Context: an optimization exercise on an open-source flow, tuned for small area and a short achievable clock period. The choices shown serve that exercise and are no tape-out recipe.
RTL that was checked went through simulation tests only; none was proved equivalent to the original.
The RTL of runs 2 to 4 was laid out without a check of its function.
Power and IR drop assume default switching activity.

==> flow/design.v (outline; a module is shown in full before it is edited, if it fits) <==
// module alu_design: 1014 lines
module alu_design #(parameter W = 16, parameter N = 4) (
  clock, reset, CE, INP_valid, MODE, CMD, OPA, OPB, CIN, ERR, RES, OV, COUT, G, L, E);
  // ...
==> flow/run.sh <==
#!/bin/bash
# synth_recipe.tcl (not shown) runs the flow's synth.tcl, then flattens the netlist and writes it again
# the make line also repeats each setting of config.mk as NAME=value (left out here)
make -C /OpenROAD-flow-scripts/flow DESIGN_CONFIG=/design/flow/config.mk WORK_HOME=/design/flow/orfs CLKGATE_MAP_FILE= SYNTH_SCRIPT=/design/flow/synth_recipe.tcl finish
==> flow/config.mk <==
export PLATFORM = sky130hd
export DESIGN_NAME = alu_design
export DESIGN_NICKNAME = alu_design
export VERILOG_FILES = /design/flow/design.v
export SDC_FILE = /design/flow/constraint.sdc
export NUM_CORES = 4
export LEC_CHECK = 0
export CAP_MARGIN = 20
export CORE_MARGIN = 2
export CORE_UTILIZATION = 65
export PLACE_DENSITY = 0.75
export SETUP_SLACK_MARGIN = 1.5
export SLEW_MARGIN = 20
==> flow/constraint.sdc <==
create_clock -name core_clock -period 8.3 [get_ports {clock}]
set_input_delay 1.6600 -clock core_clock [delete_from_list [all_inputs] [get_ports {clock}]]
set_output_delay 1.6600 -clock core_clock [all_outputs]
set_load 0.01 [all_outputs]
==> impl_metrics.py, run 1 <==
metrics = {
    "status": {
        "status": "complete, no violations",
    },
    "hold_path": {
        "hp-start": "E",
        "min_to": "E",
    },
    "power": {
        "combPwrFrac_pct": 79.3,
        "internal-power_uw": 1900,
        "p_sw_share_pct": 55.6,
        "pwr-share-clk_pct": 8.9,
        "pg_clk_uw": 379,
        "p_sw_uw": 2370,
    },
    "synthesis": {
        "synth_top_family_by_area": "adder cells",
        "synth_cells": 1892,
        "synthMuxAreaShare_pct": 1.53,
        "netlist_area_mm2": 0.0156,
        "synth_enable_flop_cells": 0,
        "ys_seq_area_share_pct": 12.9,
    },
    "grt": {
        "grtUsageMet2_pct": 62.9,
        "grtUsageMet3_pct": 12.2,
        "antenna_found_initial": 0,
        "met1_usage_pct": 56.1,
    },
    "cts": {
        "cts_tree": "yes",
        "worstSkewPairLatency_ns": 0.35,
        "cts_setup_buffers": 4,
    },
    "setup_path": {
        "cpPeakStageDelay_ns": 0.73,
        "critPathSlowestCell": "dfrtp_1",
        "crit_fanout": 9,
        "crit_cells": 19,
        "start_kind": "flop",
    },
    "finish": {
        "largestRegisters": "RES (32), na_r (16), nb_r (16)",
        "design_area_mm2": 0.0175,
        "final_cell_mix": "nor2_1, inv_1, fa_1, nand3_1, nand2_1",
        "nClkBuffers": 10,
        "dominant_cells": "multi-input combinational cells",
    },
    "timing": {
        "rsz0062_at_grt": "true",
        "worst_slew_pin_slew_ns": 1.05,
        "hold_viol_final": 0,
        "max_freq_mhz": 150,
    },
    "run": {
        "cap_violations": 0,
    },
    "floorplanning": {
        "initial_core_util_pct": 66.4,
    },
    "placement": {
        "place_area_mm2": 0.0166,
        "place_ws_ns": 0.912,
    },
}
==> run 2: changes to the inputs <==
--- a/flow/design.v
+++ b/flow/design.v
@@ -42,16 +42,18 @@
     case (INP_valid)
       2'b01: i_err = ~((CMD == 4'b0110) | (CMD == 4'b1000) | (CMD == 4'b1001));
       2'b10: i_err = ~((CMD == 4'b0111) | (CMD == 4'b1010) | (CMD == 4'b1011));
       2'b11: i_err = ~((CMD <= 4'b0101) | (((CMD == 4'b1100) | (CMD == 4'b1101)) & ~i_rotbad));
       default: i_err = 1'b1;
     endcase
   end
 end
+localparam KL = 8;     
+localparam KH = 27;    
 reg [W-1:0] na_r, nb_r;
 reg [N-1:0] cmd_r;
 reg [1:0] valid_r;
 reg mode_r, cin_r;
 reg mul_r, err_r;
 always @(posedge clock or posedge reset) begin
   if (reset) begin
     na_r    <= 0;
@@ -103,32 +105,43 @@
 wire rot_ok    = lm & v11 & ((cmd_r == 4'b1100) | (cmd_r == 4'b1101));
 wire op_nota   = lm & v01 & (cmd_r == 4'b0110);
 wire op_shra   = lm & v01 & (cmd_r == 4'b1000);
 wire op_shla   = lm & v01 & (cmd_r == 4'b1001);
 wire op_notb   = lm & v10 & (cmd_r == 4'b0111);
 wire op_shrb   = lm & v10 & (cmd_r == 4'b1010);
 wire op_shlb   = lm & v10 & (cmd_r == 4'b1011);
 wire err_comb = ~ok | (valid_r == 2'b00);
+wire [W-1:0] lres =
+    ({W{op_and}}  & (opa_r & opb_r)) |
+    ({W{op_nand}} & ~(opa_r & opb_r)) |
+    ({W{op_or}}   & (opa_r | opb_r)) |
+    ({W{op_nor}}  & ~(opa_r | opb_r)) |
+    ({W{op_xor}}  & (opa_r ^ opb_r)) |
+    ({W{op_xnor}} & ~(opa_r ^ opb_r)) |
+    ({W{op_nota}} & ~opa_r) |
+    ({W{op_notb}} & ~opb_r) |
+    ({W{op_shrb}} & (opb_r >> 1)) |
+    ({W{op_shlb}} & (opb_r << 1));
 wire r_v01 = (valid_r == 2'b01);
 wire r_v10 = (valid_r == 2'b10);
 wire r_v11 = (valid_r == 2'b11);
 wire sgn     = op_sadd | op_ssub;
 wire r_sgn   = am & r_v11 & ((cmd_r == 4'b1011) | (cmd_r == 4'b1100));
 wire use_a   = am & ((r_v11 & ((cmd_r[3:2] == 2'b00) | (cmd_r == 4'b1001) | (cmd_r == 4'b1011) | (cmd_r == 4'b1100))) |
                      (r_v01 & ((cmd_r == 4'b0100) | (cmd_r == 4'b0101))));
 wire ones_a  = am & r_v10 & (cmd_r == 4'b0111);
 wire use_b   = am & ((r_v11 & ((cmd_r[3:2] == 2'b00) | (cmd_r == 4'b1001) | (cmd_r == 4'b1011) | (cmd_r == 4'b1100))) |
                      (r_v10 & ((cmd_r == 4'b0110) | (cmd_r == 4'b0111))));
 wire inv_b   = am & ((r_v11 & ((cmd_r == 4'b0001) | (cmd_r == 4'b0011) | (cmd_r == 4'b1100))) |
                      (r_v01 & (cmd_r == 4'b0101)));
 wire cin_eff = am & ((r_v11 & ((cmd_r == 4'b0001) | (cmd_r == 4'b1100) | (cmd_r == 4'b1001) |
                                ((cmd_r == 4'b0010) & cin_r) | ((cmd_r == 4'b0011) & ~cin_r))) |
                      (r_v01 & (cmd_r == 4'b0100)) | (r_v10 & (cmd_r == 4'b0110)));
-wire [W:0] arow = {(opa_r[W-1] & r_sgn) | ones_a, (opa_r & {W{use_a}}) | {W{ones_a}}};
+wire [W:0] arow = {(opa_r[W-1] & r_sgn) | ones_a, (opa_r & {W{use_a}}) | {W{ones_a}} | lres};
 wire [W:0] brow = {(opb_r[W-1] & r_sgn), opb_r & {W{use_b}}} ^ {(W+1){inv_b}};
 wire [W-1:0] bm = opb_r & {W{mul_r}};
 wire [2*W-1:0] tx, ty;
 wire pp0_0 = opa_r[0] & bm[0];
 wire pp0_1 = opa_r[0] & bm[1];
 wire pp0_2 = opa_r[0] & bm[2];
 wire pp0_3 = opa_r[0] & bm[3];
 wire pp0_4 = opa_r[0] & bm[4];
@@ -956,59 +969,91 @@
 assign tx[29] = hc19;
 assign ty[29] = hs20;
 wire hs21 = pp15_15 ^ fc234;
 wire hc21 = pp15_15 & fc234;
 assign tx[30] = hc20;
 assign ty[30] = hs21;
 assign tx[31] = hc21;
 assign ty[31] = 1'b0;
-wire [2*W-1:0] S = tx + ty;
 wire eq = (opa_r == opb_r);
 wire lt = {opa_r[W-1] ^ sgn, opa_r[W-2:0]} < {opb_r[W-1] ^ sgn, opb_r[W-2:0]};
 wire cmp_sel = op_cmp | sgn;
-wire [W-1:0] lres =
-    ({W{op_and}}  & (opa_r & opb_r)) |
-    ({W{op_nand}} & ~(opa_r & opb_r)) |
-    ({W{op_or}}   & (opa_r | opb_r)) |
-    ({W{op_nor}}  & ~(opa_r | opb_r)) |
-    ({W{op_xor}}  & (opa_r ^ opb_r)) |
-    ({W{op_xnor}} & ~(opa_r ^ opb_r)) |
-    ({W{op_nota}} & ~opa_r) |
-    ({W{op_notb}} & ~opb_r) |
-    ({W{op_shrb}} & (opb_r >> 1)) |
-    ({W{op_shlb}} & (opb_r << 1));
 wire ar_small = op_add | op_sub | op_addc | op_subc | op_inca | op_deca | op_incb | op_decb | sgn;
 wire sx       = op_sub | op_subc | op_deca | op_decb | sgn;
-wire sel_lo   = ar_small | op_muli | rot_ok | op_shla;
-wire sel_hi   = rot_ok | op_shra;
-wire [2*W-1:0] res_comb =
-    ({2*W{ar_small}} & {{(W-1){S[W] & sx}}, S[W:0]}) |
-    ({2*W{op_muli}}  & S) |
-    ({2*W{op_muls}}  & {S[2*W-2:0], 1'b0}) |
-    {{W{1'b0}}, ({W{sel_lo}} & S[W-1:0]) | ({W{sel_hi}} & S[2*W-1:W]) | lres};
-wire cout_comb = S[W] & (op_add | op_addc | op_inca | op_incb);
-wire ov_comb   = (S[W] & (op_sub | op_deca | op_decb)) |
-                 (S[W] & op_subc & ~(cin_r & (&opb_r))) |
-                 ((S[W] ^ S[W-1]) & sgn);
+wire logic_op = op_and | op_nand | op_or | op_nor | op_xor | op_xnor | op_nota | op_notb | op_shrb | op_shlb;
+wire [KL:0] lo_sum = tx[KL-1:0] + ty[KL-1:0];
+wire [2*W-KH-1:0] hi_sum = tx[2*W-1:KH] + ty[2*W-1:KH];
+wire c_lo  = ar_small | op_muli | rot_ok | op_shla | logic_op;   
+wire c_hi  = rot_ok | op_shra;                                   
+wire c_sh  = op_muls;                                            
+wire c_16  = ar_small | op_muli;                                 
+wire c_up  = op_muli;                                            
+wire c_sx  = sx;                                                 
+wire c_co  = op_add | op_addc | op_inca | op_incb;               
+wire c_ovu = op_sub | op_deca | op_decb | (op_subc & ~(cin_r & (&opb_r)));   
+wire c_ovs = sgn;                                                
 wire e_comb = cmp_sel & eq;
 wire l_comb = cmp_sel & lt;
 wire g_comb = cmp_sel & ~eq & ~lt;
+reg [KL-1:0] s_lo;
+reg        s_cl;
+reg [KH-KL-1:0] s_mx, s_my;
+reg [2*W-KH-1:0] s_hi;
+reg q_lo, q_hi, q_sh, q_16, q_up, q_sx, q_co, q_ovu, q_ovs;
+reg q_g, q_l, q_e, q_err;
 always @(posedge clock or posedge reset) begin
   if (reset) begin
-    RES  <= 0;
-    COUT <= 0;
-    OV   <= 0;
-    G    <= 0;
-    L    <= 0;
-    E    <= 0;
-    ERR  <= 0;
+    s_lo  <= 0;
+    s_cl  <= 0;
+    s_mx  <= 0;
+    s_my  <= 0;
+    s_hi  <= 0;
+    q_lo  <= 0;
+    q_hi  <= 0;
+    q_sh  <= 0;
+    q_16  <= 0;
+    q_up  <= 0;
+    q_sx  <= 0;
+    q_co  <= 0;
+    q_ovu <= 0;
+    q_ovs <= 0;
+    q_g   <= 0;
+    q_l   <= 0;
+    q_e   <= 0;
+    q_err <= 0;
   end else if (CE) begin
-    RES  <= res_comb;
-    COUT <= cout_comb;
-    OV   <= ov_comb;
-    G    <= g_comb;
-    L    <= l_comb;
-    E    <= e_comb;
-    ERR  <= err_comb;
+    s_lo  <= lo_sum[KL-1:0];
+    s_cl  <= lo_sum[KL];
+    s_mx  <= tx[KH-1:KL];
+    s_my  <= ty[KH-1:KL];
+    s_hi  <= hi_sum;
+    q_lo  <= c_lo;
+    q_hi  <= c_hi;
+    q_sh  <= c_sh;
+    q_16  <= c_16;
+    q_up  <= c_up;
+    q_sx  <= c_sx;
+    q_co  <= c_co;
+    q_ovu <= c_ovu;
+    q_ovs <= c_ovs;
+    q_g   <= g_comb;
+    q_l   <= l_comb;
+    q_e   <= e_comb;
+    q_err <= err_comb;
   end
 end
+wire [KH-KL:0] mid_sum = s_mx + s_my + s_cl;
+wire [2*W-KH-1:0] hi_fin = s_hi + mid_sum[KH-KL];
+wire [2*W-1:0] S = {hi_fin, mid_sum[KH-KL-1:0], s_lo};
+always @(*) begin
+  RES = ({2*W{q_sh}} & {S[2*W-2:0], 1'b0}) |
+        {({(W-1){q_up}} & S[2*W-1:W+1]) | {(W-1){q_sx & S[W]}},
+         q_16 & S[W],
+         ({W{q_lo}} & S[W-1:0]) | ({W{q_hi}} & S[2*W-1:W])};
+  COUT = q_co & S[W];
+  OV   = (q_ovu & S[W]) | (q_ovs & (S[W] ^ S[W-1]));
+  G    = q_g;
+  L    = q_l;
+  E    = q_e;
+  ERR  = q_err;
+end
 endmodule
==> run 2 against run 1 <==
Utilization fell by 3.3 points. Final area fell by 0.98%. Area after synthesis is 3.6% higher. Clock-buffer cell count did not move. Non-clock buffer count shrank 41. Fmax is 13% higher. Die area is 3.5% higher. Sequential power is 53% higher. Critical path type is now flop to output port.
==> impl_metrics.py, run 2 <==
metrics = {
    "status": {
        "status": "complete, no violations",
    },
    "synthesis": {
        "synth_warnings": 1,
        "yosysMostFrequentCell": "nor2_1",
        "yosys.area_share.simple_pct": 16.6,
        "synth_top_cell_by_area": "fa_1",
        "synth_enable_flop_cells": 0,
        "synthFlopType": "dfrtp_1",
        "synthMuxAreaShare_pct": 4.30,
        "synth_commonest_cells": "nor2_1, inv_1, fa_1",
        "syn_area_per_cell_um2": 8.63,
        "netlist_area_mm2": 0.0161,
        "synth_compound_area_share_pct": 13.4,
        "synth_seq_cells": 104,
        "synth_fa_ha_area_share_pct": 36.9,
        "synth_cells": 1870,
        "synth_xor_area_share_pct": 2.82,
        "ys_types": 76,
        "ys_seq_area_share_pct": 16.1,
        "async_flop_share_pct": 100,
        "syn-num-nets": 2247,
        "yosysTopAreaCellShare_pct": 29.4,
        "synth_area_leaders": "fa_1, dfrtp_1, ha_1",
        "synth_top_family_by_area": "adder cells",
    },
    "finish": {
        "largest_reg_flops": 19,
        "regMostFlops": "s_mx",
        "multi_input_area_mm2": 0.0120,
        "seq_area_mm2": 0.00260,
        "fill_cells": 1921,
        "final_cell_mix": "nor2_1, inv_1, fa_1, dfrtp_1, ha_1",
        "fin_nets": 2233,
        "diodes": 0,
        "areaGrowthSynthToFinish_pct": 7.10,
        "drive_gt1_share_pct": 5.48,
        "layout_commonest_cell": "nor2_1",
    },
    "cts": {
        "cts-root-buf": "clkbuf_16",
        "clkTransAtPathRegs_ns": 0.08,
        "worstSkewPairLatency_ns": 0.37,
        "cts_buffers": 9,
        "htree_levels": 3,
        "cts_sinks": 104,
        "cts_tree": "yes",
        "post_cts_resized": 0,
        "cts_buffer_depth": 2,
        "cts_hold_buf": 0,
        "cts_setup_buffers": 0,
    },
    "grt": {
        "grt_use_total_pct": 40.6,
        "antenna_found_initial": 0,
        "grt_max_degree": 94,
        "grt_pass1_vias": 13797,
        "grt_pass1_wl_mm": 80.0,
        "grt-ovfl-total": 0,
    },
    "route": {
        "drt_first_pass_iters": 6,
        "via_per_inst": 6.37,
        "drc": 0,
        "wl_per_cell_um": 23.4,
        "routed_wl_mm": 51.1,
        "drtIter0Drc": 1891,
        "detail-route-antenna-nets": 0,
        "dr_total_vias": 13915,
    },
    "timing": {
        "max_freq_mhz": 169,
        "finalCritPeriodShare_pct": 71.1,
        "slew_headroom_pct": 27.6,
        "worst_slew_pin_slew_ns": 1.09,
        "rsz0062_at_grt": "false",
        "finalMaxSlewViolations": 0,
        "finalSetupViolations": 0,
        "period_minus_slack_ns": 5.90,
        "layout_setup_ws_ns": 2.40,
        "hold_viol_final": 0,
        "finalSetupTns_ns": 0,
        "fin_worst_skew_ns": 0.0114,
    },
    "setup_path": {
        "cp_common_cell": "ha_1",
        "arrival_ns": 4.24,
        "critPathCaptureType": "output port",
        "cpPeakStageDelay_ns": 0.53,
        "start_kind": "flop",
        "crit_type": "flop to output port",
        "critPathSlowestCell": "clkdlybuf4s50_1",
        "crit_fanout": 4,
        "critPathRequiredTime_ns": 6.64,
        "path_cells": "fa_1 -> a31oi_1 -> nor3b_1 -> o21ai_1 -> nand3_1 -> a21oi_1 -> o21ai_0 -> ha_1 -> ha_1 -> xor2_1 -> a222oi_1 -> inv_1 -> clkdlybuf4s50_1",
    },
    "power": {
        "combPwrFrac_pct": 62.9,
        "p_sw_share_pct": 47.9,
        "power_density_mw_per_mm2": 193,
        "p_leak_uw": 0.00786,
        "p_seq_share_pct": 23.3,
        "internal-power_uw": 1740,
        "pwr-share-clk_pct": 13.8,
        "vdd_drop_max_mv": 0.216,
        "p_sw_uw": 1600,
    },
    "floorplanning": {
        "die_w_um": 162,
        "num_rows": 57,
        "initial_core_util_pct": 66.4,
        "io-pin-count": 81,
        "fp.dieArea_mm2": 0.0261,
        "dieHeight_um": 162,
        "core_mm2": 0.0243,
    },
    "placement": {
        "gp_congestion": 1.00,
        "port_buffers": 80,
        "dp_hpwl_mm": 38.7,
        "place_ws_ns": 2.65,
    },
    "run": {
        "cap_violations": 0,
    },
    "hold_path": {
        "hp-class": "flop to flop",
    },
}
[run 2: cell types whose count changed after synthesis, sizes merged, moves of 9 or more]
cell / change
nand3: -28
a21o: +9
a22o: +10
xnor2: -17
dfrtp: +24
o21ai: -17
clkbuf: +15
o21a: -10
xor2: +9
mux2: +45
nand2: -23
[run 2: final cells by class]
cell class	count	area share (%)
multi-input combinational	1352	69.1
clock inverter	6	0.398
inverter	290	6.31
tap	324	2.34
timing repair buffer	99	5.44
clock buffer	10	1.32
sequential	104	15.1
[run 2: cells by family (layout without fill, tap and decap cells)]
| kind of cell | count (synthesis) | count (layout) |
|---|---|---|
| fa+ha+maj | 334 | 334 |
| mux | 63 | 63 |
| buf+inv | 414 | 405 |
| simple gates | 587 | 587 |
| compound gates | 316 | 316 |
| xor+xnor | 52 | 52 |
| flops | 104 | 104 |
[run 2: routing by layer]
metal  vias to the layer above  share of wire, %  track usage [%]
met5                         -                 0                0
met3                       124                12             10.8
met2                       909                44             61.9
li1                       6077                 -                -
met4                         0               3.7             13.4
met1                      6805                40             57.1
[run 2: path summary, 6_finish.rpt]
path                           from  endpoint  slack [ns]  cells past startpoint
setup / recovery               s_cl   RES[13]        2.40                     13
hold / removal                 q_16      q_16        0.50                      1
setup reg to reg           cmd_r[0]   s_mx[6]        2.52                     14
hold reg to reg                q_16      q_16        0.50                      1
max in group asynchronous     reset     mul_r        5.42                      3
min in group asynchronous     reset   s_lo[0]        1.76                      2
[run 2: stage by stage]
| stage | instance area, µm² | instances | power, µW | hold slack (ns) | util, % |
|---|---|---|---|---|---|
| after floorplan | 16100 | 1870 | 2080 | 0.451 | - |
| after global placement | 17000 | 2169 | 2730 | 0.463 | 69.9 |
| after detailed placement | 17000 | 2169 | 2820 | 0.494 | 69.9 |
| after CTS | 17300 | 2185 | 3290 | 0.511 | 71.1 |
| after global routing | 17300 | 2185 | 3560 | 0.527 | 71.1 |
| final | 17300 | 2185 | 3330 | 0.505 | 71.1 |
[run 2: critical path: cells and delay by family, from the launching register on]
| family | cells | cell delay [ns] |
|---|---|---|
| adders and majority gates | 3 | 0.92 |
| and+or+nand+nor | 2 | 0.31 |
| DFF | 1 | 0.41 |
| AOI/OAI and AO/OA | 5 | 1.19 |
| xor gates and xnor gates | 1 | 0.43 |
| buffers and inverters | 2 | 0.63 |
[run 2: power groups by stage]
| stage | registers [µW] | logic (µW) | clock network, µW |
|---|---|---|---|
| final | 775 | 2100 | 460 |
| after global routing | 786 | 2300 | 482 |
| after CTS | 767 | 2060 | 462 |
| after detailed placement | 777 | 2040 | 0 |
| after global placement | 770 | 1960 | 0 |
| after floorplan | 697 | 1380 | 0 |
==> run 3: changes to the inputs <==
--- a/flow/config.mk
+++ b/flow/config.mk
@@ -10,4 +10,4 @@
 export CORE_UTILIZATION = 65
 export PLACE_DENSITY = 0.75
-export SETUP_SLACK_MARGIN = 1.5
+export SETUP_SLACK_MARGIN = 2.5
 export SLEW_MARGIN = 20
==> run 3 against run 2 <==
Worst hold slack hardly changed. Still clean. Clock skew grew 0.0043 ns. Critical endpoint is now RES[15]. First-iteration DRC count is 1.1% lower. Cell count is the same. Combinational power about the same. Fmax grew 4.5%. Total power grew 0.64%. Clock-buffer cell count is the same. Die area stayed put.
==> impl_metrics.py, run 3 <==
metrics = {
    "setup_path": {
        "critPathSlowestCell": "clkdlybuf4s50_1",
        "crit_type": "flop to output port",
        "path_cells": "fa_1 -> a31oi_4 -> nor3b_2 -> o21ai_2 -> nand3_1 -> a21oi_1 -> o21ai_0 -> ha_1 -> ha_1 -> nand3_1 -> xnor2_1 -> a222oi_1 -> inv_1 -> clkdlybuf4s50_1",
        "cpPeakStageDelay_ns": 0.54,
        "path_delay_family": "compound AO/OA/AOI/OAI gates",
        "cp.buffers_inverters": 2,
        "start_kind": "flop",
        "critPathRequiredTime_ns": 6.64,
        "critPathCaptureType": "output port",
        "arrival_ns": 3.98,
        "reg2reg_depth": 17,
        "crit_fanout": 4,
        "crit_cells": 14,
    },
    "run": {
        "cap_violations": 0,
    },
    "grt": {
        "grt_pass1_vias": 13794,
        "grt_max_degree": 94,
        "antenna_found_initial": 0,
        "grt_pass1_wl_mm": 80.0,
        "grt_use_total_pct": 40.6,
        "grt-ovfl-total": 0,
    },
    "route": {
        "detail-route-antenna-nets": 0,
        "routed_wl_mm": 51.2,
        "via_per_inst": 6.40,
        "wl_per_cell_um": 23.4,
        "drt_first_pass_iters": 6,
        "drc": 0,
        "drtIter0Drc": 1870,
        "dr_total_vias": 13983,
    },
    "synthesis": {
        "netlist_area_mm2": 0.0161,
        "syn_area_per_cell_um2": 8.63,
        "synth_warnings": 1,
        "ys_types": 76,
        "syn-num-nets": 2247,
        "synth_seq_cells": 104,
        "synth_area_leaders": "fa_1, dfrtp_1, ha_1",
        "ys_seq_area_share_pct": 16.1,
        "synth_top_cell_by_area": "fa_1",
        "async_flop_share_pct": 100,
        "yosysMostFrequentCell": "nor2_1",
        "synth_cells": 1870,
        "synth_enable_flop_cells": 0,
        "synthFlopType": "dfrtp_1",
        "synth_commonest_cells": "nor2_1, inv_1, fa_1",
        "yosysTopAreaCellShare_pct": 29.4,
    },
    "cts": {
        "cts_sinks": 104,
        "cts_tree": "yes",
        "cts-root-buf": "clkbuf_16",
        "cts_hold_buf": 0,
        "worstSkewPairLatency_ns": 0.37,
        "cts_buffer_depth": 2,
        "cts_setup_buffers": 0,
        "htree_levels": 3,
        "clkTransAtPathRegs_ns": 0.08,
        "cts_buffers": 9,
    },
    "finish": {
        "fin_nets": 2233,
        "regMostFlops": "s_mx",
        "final_util_pct": 71.3,
        "layout_commonest_cell": "nor2_1",
        "areaGrowthSynthToFinish_pct": 7.42,
        "drive_gt1_share_pct": 5.96,
        "final_cell_mix": "nor2_1, inv_1, fa_1, dfrtp_1, ha_1",
        "diodes": 0,
        "largest_reg_flops": 19,
        "fill_cells": 1916,
    },
    "timing": {
        "rsz0062_at_grt": "true",
        "worst_slew_pin_slew_ns": 1.09,
        "finalCritPeriodShare_pct": 68.0,
        "finalMaxSlewViolations": 0,
        "max_freq_mhz": 177,
        "hold_viol_final": 0,
        "hold_ws_ns": 0.505,
        "layout_setup_ws_ns": 2.66,
        "finalSetupViolations": 0,
        "period_minus_slack_ns": 5.64,
        "fin_worst_skew_ns": 0.0158,
        "finalSetupTns_ns": 0,
        "slew_headroom_pct": 27.4,
    },
    "power": {
        "p_sw_share_pct": 48.1,
        "p_seq_share_pct": 23.2,
        "combPwrFrac_pct": 63.0,
        "internal-power_uw": 1740,
        "vdd_drop_max_mv": 0.220,
        "pwr-share-clk_pct": 13.8,
        "power_density_mw_per_mm2": 193,
        "p_leak_uw": 0.00786,
        "p_sw_uw": 1610,
    },
    "placement": {
        "dp_hpwl_mm": 38.7,
        "gp_congestion": 1.00,
        "port_buffers": 80,
        "place_ws_ns": 2.65,
    },
    "status": {
        "status": "complete, no violations",
    },
    "floorplanning": {
        "io-pin-count": 81,
        "dieHeight_um": 162,
        "fp.dieArea_mm2": 0.0261,
        "num_rows": 57,
        "core_mm2": 0.0243,
        "initial_core_util_pct": 66.4,
        "die_w_um": 162,
    },
    "hold_path": {
        "whs_path_depth": 1,
        "hp-class": "flop to flop",
    },
}
## run 3: logic make-up (layout without fill, tap and decap cells)
family | Yosys count | in the layout | synth area share (%)
and+or+nand+nor | 587 | 587 | 16.6
DFF | 104 | 104 | 16.1
buffers and inverters | 414 | 405 | 9.88
xor gates and xnor gates | 52 | 52 | 2.82
muxes | 63 | 63 | 4.30
adders and majority gates | 334 | 334 | 36.9
AOI/OAI and AO/OA | 316 | 316 | 13.4
## run 3: area by class of cell
type / instances / area (µm²) / area share [%]
clock inverter: 6 / 68.8 / 0.397
inverter: 290 / 1090 / 6.29
tap: 324 / 405 / 2.34
multi-input combinational: 1352 / 12000 / 69.2
clock buffer: 10 / 229 / 1.32
timing repair buffer: 99 / 941 / 5.43
sequential: 104 / 2610 / 15.0
## run 3: metal layers
metal  part of all wire, %  global-route usage (%)  wire [µm]  up-vias
li1                      -                       -          -     6075
met1                    39                    57.2      20100     6811
met2                    44                    61.9      22700      963
met3                    13                    10.8       6430      134
met4                   3.8                    13.4       1930        0
met5                     0                       0          0        -
## run 3: timing repair
item / in CTS / in global routing
gates resized for setup: 1 / 10
endpoints found under the setup margin: 3 / 21
pin swaps: 0 / 0
## run 3: stage by stage
stage | total power [µW] | area [µm²] | cells
6_report | 3350 | 17300 | 2185
5_1_grt | 3580 | 17300 | 2185
4_1_cts | 3290 | 17300 | 2185
3_5_place_dp | 2820 | 17000 | 2169
3_3_place_gp | 2730 | 17000 | 2169
2_1_floorplan | 2080 | 16100 | 1870
## run 3: final timing paths
| path | startpoint | endpoint | slack (ns) |
|---|---|---|---|
| max | s_cl | RES[15] | 2.66 |
| min | q_16 | q_16 | 0.50 |
| max reg2reg | mul_r | s_hi[4] | 2.72 |
| min reg2reg | q_16 | q_16 | 0.50 |
| max in group asynchronous | reset | mul_r | 5.39 |
| min in group asynchronous | reset | q_sh | 1.75 |
## run 3: power by group through the flow
stage / Sequential (µW) / Combinational, µW / Clock [µW]
6_report: 778 / 2110 / 462
3_5_place_dp: 777 / 2040 / 0
3_3_place_gp: 770 / 1960 / 0
4_1_cts: 767 / 2060 / 462
2_1_floorplan: 697 / 1380 / 0
5_1_grt: 789 / 2310 / 482
==> run 4: changes to the inputs <==
--- a/flow/config.mk
+++ b/flow/config.mk
@@ -10,4 +10,4 @@
 export CORE_UTILIZATION = 65
 export PLACE_DENSITY = 0.75
-export SETUP_SLACK_MARGIN = 2.5
+export SETUP_SLACK_MARGIN = 3.5
 export SLEW_MARGIN = 20
==> run 4 against run 3 <==
Non-clock buffer count up 154. Critical endpoint is now RES[30]. Sequential share of layout area down 1.5 points. Critical path depth up 1. Setup slack better by 0.20 ns. Fmax up 3.7%. Via count up 10%. Total power up 16%. Utilization up 9.3 points. Combinational power up 27%. Clock power down 3%. Largest cell class unchanged. Worst hold slack worse by 0.017 ns.
==> impl_metrics.py, run 4 <==
metrics = {
    "finish": {
        "fill_cells": 1521,
        "drive_gt1_share_pct": 22.2,
        "fin_nets": 2390,
        "final_util_pct": 80.6,
        "regMostFlops": "s_mx",
        "largest_reg_flops": 19,
        "areaGrowthSynthToFinish_pct": 21.5,
        "layout_commonest_cell": "nor2_1",
        "diodes": 0,
        "final_cell_mix": "nor2_1, inv_1, fa_1, buf_4, ha_1",
    },
    "grt": {
        "grt-ovfl-total": 0,
        "grt_pass1_wl_mm": 85.2,
        "grt_pass1_vias": 14852,
        "grt_use_total_pct": 43.2,
        "grt_max_degree": 97,
        "antenna_found_initial": 0,
    },
    "timing": {
        "rsz0062_at_grt": "true",
        "finalMaxSlewViolations": 0,
        "fin_worst_skew_ns": 0.0125,
        "finalSetupViolations": 0,
        "period_minus_slack_ns": 5.45,
        "worst_slew_pin_slew_ns": 1.01,
        "finalCritPeriodShare_pct": 65.6,
        "hold_viol_final": 0,
        "slew_headroom_pct": 32.7,
        "layout_setup_ws_ns": 2.85,
        "hold_ws_ns": 0.487,
        "finalSetupTns_ns": 0,
        "max_freq_mhz": 184,
    },
    "route": {
        "drc": 0,
        "drtIter0Drc": 2456,
        "dr_total_vias": 15424,
        "via_per_inst": 6.59,
        "drt_first_pass_iters": 9,
        "routed_wl_mm": 58.4,
        "wl_per_cell_um": 24.9,
        "detail-route-antenna-nets": 0,
    },
    "placement": {
        "dp_hpwl_mm": 38.9,
        "port_buffers": 80,
        "gp_congestion": 0.991,
        "place_ws_ns": 2.55,
    },
    "cts": {
        "cts_sinks": 104,
        "cts_tree": "yes",
        "cts-root-buf": "clkbuf_16",
        "clkTransAtPathRegs_ns": 0.08,
        "cts_buffer_depth": 2,
        "cts_buffers": 9,
        "worstSkewPairLatency_ns": 0.37,
        "cts_hold_buf": 0,
        "htree_levels": 3,
    },
    "synthesis": {
        "ys_seq_area_share_pct": 16.1,
        "synthFlopType": "dfrtp_1",
        "netlist_area_mm2": 0.0161,
        "synth_top_cell_by_area": "fa_1",
        "synth_enable_flop_cells": 0,
        "async_flop_share_pct": 100,
        "syn_area_per_cell_um2": 8.63,
        "synth_area_leaders": "fa_1, dfrtp_1, ha_1",
        "synth_cells": 1870,
        "yosysTopAreaCellShare_pct": 29.4,
        "syn-num-nets": 2247,
        "synth_warnings": 1,
        "synth_commonest_cells": "nor2_1, inv_1, fa_1",
        "synth_seq_cells": 104,
        "ys_types": 76,
        "yosysMostFrequentCell": "nor2_1",
    },
    "status": {
        "status": "complete, no violations",
    },
    "floorplanning": {
        "core_mm2": 0.0243,
        "dieHeight_um": 162,
        "io-pin-count": 81,
        "fp.dieArea_mm2": 0.0261,
        "initial_core_util_pct": 66.4,
        "num_rows": 57,
        "die_w_um": 162,
    },
    "setup_path": {
        "reg2reg_depth": 14,
        "crit_fanout": 4,
        "r2r_end": "s_my[9]",
        "critPathLaunch": "s_mx[8]",
        "critPathSlowestCell": "nor3b_4",
        "arrival_ns": 3.79,
        "path_cells": "ha_4 -> nand4_1 -> nor3b_4 -> o21ai_2 -> nand3_2 -> a21oi_2 -> o21ai_1 -> ha_2 -> buf_4 -> buf_6 -> nand3_4 -> xnor2_4 -> buf_6 -> a221o_1 -> buf_2",
        "critPathCaptureType": "output port",
        "cpPeakStageDelay_ns": 0.55,
        "cp_common_cell": "buf_6",
        "critPathRequiredTime_ns": 6.64,
        "worstReg2RegStart": "cmd_r[0]",
        "rrSetupSlack_ns": 3.45,
        "setup.worst_path.end": "RES[30]",
        "crit_type": "flop to output port",
        "start_kind": "flop",
    },
    "hold_path": {
        "hp-class": "flop to flop",
    },
    "power": {
        "power_density_mw_per_mm2": 198,
        "p_total_uw": 3880,
        "p_leak_uw": 0.00896,
        "vdd_drop_max_mv": 0.290,
    },
    "run": {
        "cap_violations": 0,
    },
}
## run 4: worst min path at each step
| stage | cells past startpoint | to | from |
|---|---|---|---|
| 3_3_place_gp | 1 | q_16 | q_16 |
| 6_report | 1 | q_16 | q_16 |
| 4_1_cts | 1 | q_16 | q_16 |
| 3_5_place_dp | 1 | q_16 | q_16 |
| 2_1_floorplan | 1 | q_16 | q_16 |
| 5_1_grt | 1 | q_16 | q_16 |
## run 4: area by class of cell
class	count	area, µm²	share of cell area [%]
clock buffer	12	256	1.31
clock inverter	4	36.3	0.185
inverter	290	1140	5.79
multi-input combinational	1355	12900	65.6
sequential	104	2660	13.6
tap	324	405	2.07
timing repair buffer	253	2250	11.5
## run 4: report_power, final
| part | internal (µW) | leakage (µW) | switching, µW |
|---|---|---|---|
| registers | 627 | 0.00124 | 138 |
| logic | 1150 | 0.00758 | 1520 |
| clock network | 225 | 0.000141 | 223 |
| total | 2000 | 0.00896 | 1880 |
## run 4: worst max-delay path: cells and delay by family, from the launching register on
kind	cells	cell delay, ns
buf+inv	4	0.49
xor+xnor	1	0.19
fa+ha+maj	2	0.56
flops	1	0.43
compound gates	4	0.70
simple gates	4	1.05
## run 4: logic make-up (layout without fill, tap and decap cells)
kind of cell	Yosys count	in the layout	synth area share (%)
compound gates	316	316	13.4
xor+xnor	52	52	2.82
fa+ha+maj	334	334	36.9
buf+inv	414	559	9.88
flops	104	104	16.1
mux	63	63	4.30
simple gates	587	590	16.6
## run 4: metal layers
layer / GRT usage, % / part of all wire (%)
met1: 58.8 / 37
met3: 12.4 / 14
met4: 22.0 / 7.2
met5: 0 / 0
met2: 63.6 / 42
## run 4: repair_timing
item | 4_1_cts | 5_1_grt
setup buffers | 61 | 93
gates resized for setup | 190 | 136
setup endpoints to repair | 77 | 56
cloned | 1 | 5
pin swaps | 35 | 70
## run 4: stage by stage
stage | cell area [µm²] | cells
after floorplan | 16200 | 1870
after global placement | 17000 | 2166
after detailed placement | 17000 | 2166
after CTS | 18300 | 2244
after global routing | 19600 | 2342
final | 19600 | 2342

## static timing again, ports no longer ideal
How much do the figures lean on ideal ports? The routed layouts below were timed once more, with nothing changed but the port constraints.
Step 1: set_driving_cell puts a clkbuf_16 on clock and a buf_2 on each other input, an assumption about the parent block.
Step 2 also shifts input and output timing later by t, the mid clock arrival at the registers, as if the neighbouring blocks saw the same clock.
Three values: ideal ports, drivers, drivers and shift; two values: the first two.
run	t (ns)	setup slack, ns	worst setup path at the end	worst data-port slew with drivers (ns)	pins driven straight from the clock port
run 1	0.391	1.624 / 1.624 / 1.624	register to register	0.03	1
run 2	0.415	2.399 / 2.347 / 2.519	register to register	0.04	1
run 3	0.416	2.656 / 2.604 / 2.719	register to register	0.04	1
run 4	0.413	2.855 / 2.803 / 3.216	register to output	0.04	1
After both steps every run listed still meets setup and hold.
